This design comes from an exercise in tuning for small area on the open sky130 flow, not from production work.
In this exercise RTL edits were held to simulation tests only and were not proved equivalent to the original.

==> design.v <==
module matrix_mult(
    input clock,
    input reset,  
    input enable,
    input  [127:0] A,
    input  [127:0] B,
    output reg [127:0] C,
    output reg done
    );
reg [1:0] k;           
reg [31:0] s;          
wire [1:0] kn = !reset ? 2'd0 : (enable ? k + 2'd1 : k);
wire [31:0] p = kn[1] ? A[95:64]  : A[31:0];
wire [31:0] r = kn[1] ? A[127:96] : A[63:32];
wire [31:0] q = kn[0] ? B[63:32]  : B[31:0];
wire [31:0] t = kn[0] ? B[127:96] : B[95:64];
always @(posedge clock) begin
    s <= p*q + r*t;
    if (!reset) begin
        C <= 128'h0;
        done <= 1'b0;
        k <= 2'd0;
    end else if (enable) begin
        case (k)
            2'd0: C[31:0]   <= s;
            2'd1: C[63:32]  <= s;
            2'd2: C[95:64]  <= s;
            2'd3: C[127:96] <= s;
        endcase
        k <= k + 2'd1;
        done <= (k == 2'd3);
    end else begin
        done <= 1'b0;
    end
end
endmodule
==> run.sh <==
#!/bin/bash
# synth_recipe.tcl (not shown) runs the flow's synth.tcl, then flattens the netlist and writes it again
# the make line also repeats each setting of config.mk as NAME=value (left out here)
make -C /OpenROAD-flow-scripts/flow DESIGN_CONFIG=/design/flow/config.mk WORK_HOME=/design/flow/orfs CLKGATE_MAP_FILE= SYNTH_SCRIPT=/design/flow/synth_recipe.tcl finish
==> config.mk <==
export PLATFORM = sky130hd
export DESIGN_NAME = matrix_mult
export DESIGN_NICKNAME = matrix_mult
export VERILOG_FILES = /design/flow/design.v
export SDC_FILE = /design/flow/constraint.sdc
export NUM_CORES = 4
export LEC_CHECK = 0
export CAP_MARGIN = 20
export CORE_MARGIN = 2
export CORE_UTILIZATION = 40
export SLEW_MARGIN = 20
==> constraint.sdc <==
create_clock -name core_clock -period 10.0 [get_ports {clock}]
set_input_delay 2.0000 -clock core_clock [delete_from_list [all_inputs] [get_ports {clock}]]
set_output_delay 2.0000 -clock core_clock [all_outputs]
set_load 0.01 [all_outputs]
==> notes.md <==
Clock buffer depth - 2
Routed vias/inst - 5.02
CP peak stage delay - 0.64 ns
Gp weighted congestion - 1.01
Average wire per standard cell - 22.0 um
Sequential area share after synthesis - 8.44%
Core region area - 0.0963 mm^2
Post-detail-place hpwl - 125 mm
Period minus WS final - 10.26 ns
Final Slew Violations - 0
CP required - 10.34 ns
CP delay by family, top - adder cells
Fillers - 8873
WP buf/inv - 10
Most frequent CP cell - fa_1
Post-synthesis async set-or-reset flop share - 0%
EDFF count, synth - 0
Layout Check Failures - setup timing
Critical path launch point type - input port
Number of diodes - 0
CTS tree - yes
Largest net degree at the start of global routing - 130
RSZ-0062 raised after global routing - yes
Fraction of layout cells with a size suffix above 1 - 18.5%
Mapped Nets - 5740
Hold Slack - 0.463 ns
Die Area - 0.0991 mm^2
Main flop type after synthesis - dfxtp_1
Setup Slack @ Placement - -1.50 ns
CTS Buf Count - 17
Worst Path Arrival - 10.59 ns
Final WL - 144 mm
Initial antenna violation count - 1
FF+latch area - 0.00326 mm^2
Cell area after layout - 0.0513 mm^2
Clock transition at the registers of the reported paths - 0.08 ns
Row cnt - 114
FMAX - 97.5 MHz
Crit-path max FO - 7
GRT Total Usage - 29.2%
Pre-Repair DR Iteration Count - 7
Total grt overflow - 0
Critical Path Slowest Stage Cell - fa_1
Final Hold Fails - 0
Worst clock skew - 0.0111 ns
Max-Cap Viols - 0
Initial core utilization - 40.1%
# nets final - 6659
Initial DRC Count - 2493
Worst-Skew Late Latency - 0.44 ns
Min-delay worst type - reg -> reg
FF+latch count, synth - 163
Hold buffer count at cts - 0
Htree depth - 4
IO buf count - 387
Clock sinks - 163
Vias in the first global route - 35.0k
Worst setup margin - -0.257 ns
Syn_area_per_cell - 8.88 um^2
I/O pin total - 388
Crit Path Class - in -> reg
P&R area growth vs syn - 32.7%
Placed Area - 0.0490 mm^2
Largest area contributor in the netlist - fa_1
Synth Instances - 4352
Final Setup Violations - 8
Die Height - 315 um
Yosys warnings - 1
Die Width - 315 um
Rel. slew slack - 30.6%
Synth top area cells - fa_1 (45%), inv_1 (9.2%), dfxtp_1 (8.4%)
Root Buffer - clkbuf_16
Share of Yosys cell area claimed by the top area cell type - 45.1%
# DRC - 0
Run status - finished with violations
Synth Cell Area - 0.0386 mm^2
Distinct cells, synth - 53
Worst-margin pin slew - 1.02 ns
Critical Path End Type - flip-flop
Vias - 32.9k
Remaining antenna violation count - 0
Area of the multi-input gates - 0.0322 mm^2
Crit share post-route - 103%
First-pass GRT wire length - 214 mm
==> cell type report <==
cell class | instances | share of cell area, %
clock inverters | 15 | 0.317
flip-flops and latches | 163 | 6.36
repair buffers | 1057 | 19.6
well taps | 1276 | 3.11
inverters | 952 | 6.98
multi-input cells | 3080 | 62.8
clock buffers | 17 | 0.830
==> worst reg2reg max path: cells and delay by family (launching register included) <==
| kind | cells | cell delay (ns) |
|---|---|---|
| mux | 2 | 0.53 |
| xor+xnor | 1 | 0.14 |
| simple gates | 5 | 0.54 |
| buf+inv | 10 | 1.04 |
| flops | 1 | 0.51 |
| fa+ha+maj | 12 | 5.75 |
| compound gates | 4 | 0.87 |
==> Yosys cell counts, types with 21 or more instances <==
master and number:
xnor2_1 117, mux2_2 104, fa_1 870, clkbuf_1 134, mux2i_1 105, xor2_1 21
and2_1 22, a21boi_0 131, dfxtp_1 163, nor2_1 555, inv_1 951, nand2_1 746
a21oi_1 31, ha_1 259
==> cell usage in the layout (no fill, tap or decap), types with 5 or more instances in the layout <==
cell and count:
a21o_1 15, mux2_2 79, clkdlybuf4s50_1 385, ha_4 12, nor2_2 6, mux2i_2 20
nand3_1 5, mux2i_1 59, nand2b_1 9, o21ai_0 5, xnor3_1 6, buf_16 7
dfxtp_1 163, inv_6 5, and2_1 20, a21boi_0 130, nand2_1 744, inv_2 11
inv_8 5, mux2i_4 26, a21oi_1 23, buf_4 575, nor2_1 546, and3_1 7
inv_1 940, fa_2 24, xnor2_1 113, ha_1 246, mux2_4 30, buf_6 15
a21oi_2 6, xor2_1 18, buf_12 64, clkbuf_16 23, fa_1 846, or2_2 15
==> what timing repair did <==
action                     CTS  global route
setup endpoints to repair   16            14
cloned                       6            10
gates resized for setup     66           108
setup buffers               19            45
pin swaps                   22            67
==> flip-flops by register name (all words and copies together) (netlist names) <==
name,flops
C,128
s,32
k,2
done,1
==> worst paths after layout <==
kind / endpoint / start / cells past startpoint / slack (ns)
min: C[111] / C[111] / 2 / 0.46
max: s[29] / enable / 33 / -0.26
min reg2reg: C[111] / C[111] / 2 / 0.46
max reg2reg: s[29] / k[0] / 34 / 0.51
==> per-stage QoR <==
step                std cells  util, %  setup TNS [ns]
detailed placement       6452     50.9          -18.90
CTS                      6509     52.2           -1.41
global placement         6452     50.9          -16.93
finish                   6560     53.3           -1.28
global route             6560     53.3           -4.07
floorplan                4352        -           -3.10
==> routing by layer <==
| layer | vias to the layer above | part of all wire (%) | GRT usage [%] |
|---|---|---|---|
| li1 | 14600 | - | - |
| met1 | 16600 | 39 | 37.7 |
| met2 | 1495 | 48 | 49.6 |
| met3 | 276 | 7.6 | 3.39 |
| met4 | 0 | 5.2 | 13.0 |
| met5 | - | 0 | 0 |
==> cell families after synthesis <==
kind of cell    count (synthesis)  synth area share, %
compound gates                211                 3.88
flops                         163                 8.44
mux                           211                 5.83
simple gates                 1380                 13.9
fa+ha+maj                    1129                 53.5
buf+inv                      1112                 10.9
xor+xnor                      146                 3.61

## static timing again, ports no longer ideal
The results above use ideal ports. As a check the final layout listed here was re-extracted and re-timed, cells and wires unchanged. Step 1: set_driving_cell puts a clkbuf_16 on clock and a buf_2 on each other input, an assumption about the parent block. Step 2 also shifts input and output timing later by t, the mid clock arrival at the registers, as if the neighbouring blocks saw the same clock. Slacks: ideal ports / drivers / drivers and shift; pairs: ideal ports / drivers.
shift t [ns]: 0.484
slack for setup (ns): -0.257 / -0.294 / -0.778
slew at the worst register clock pin (ns): 0.08 / 0.08
For this run, drivers alone change the setup slack by -0.037 ns; drivers and shift together by -0.521 ns.
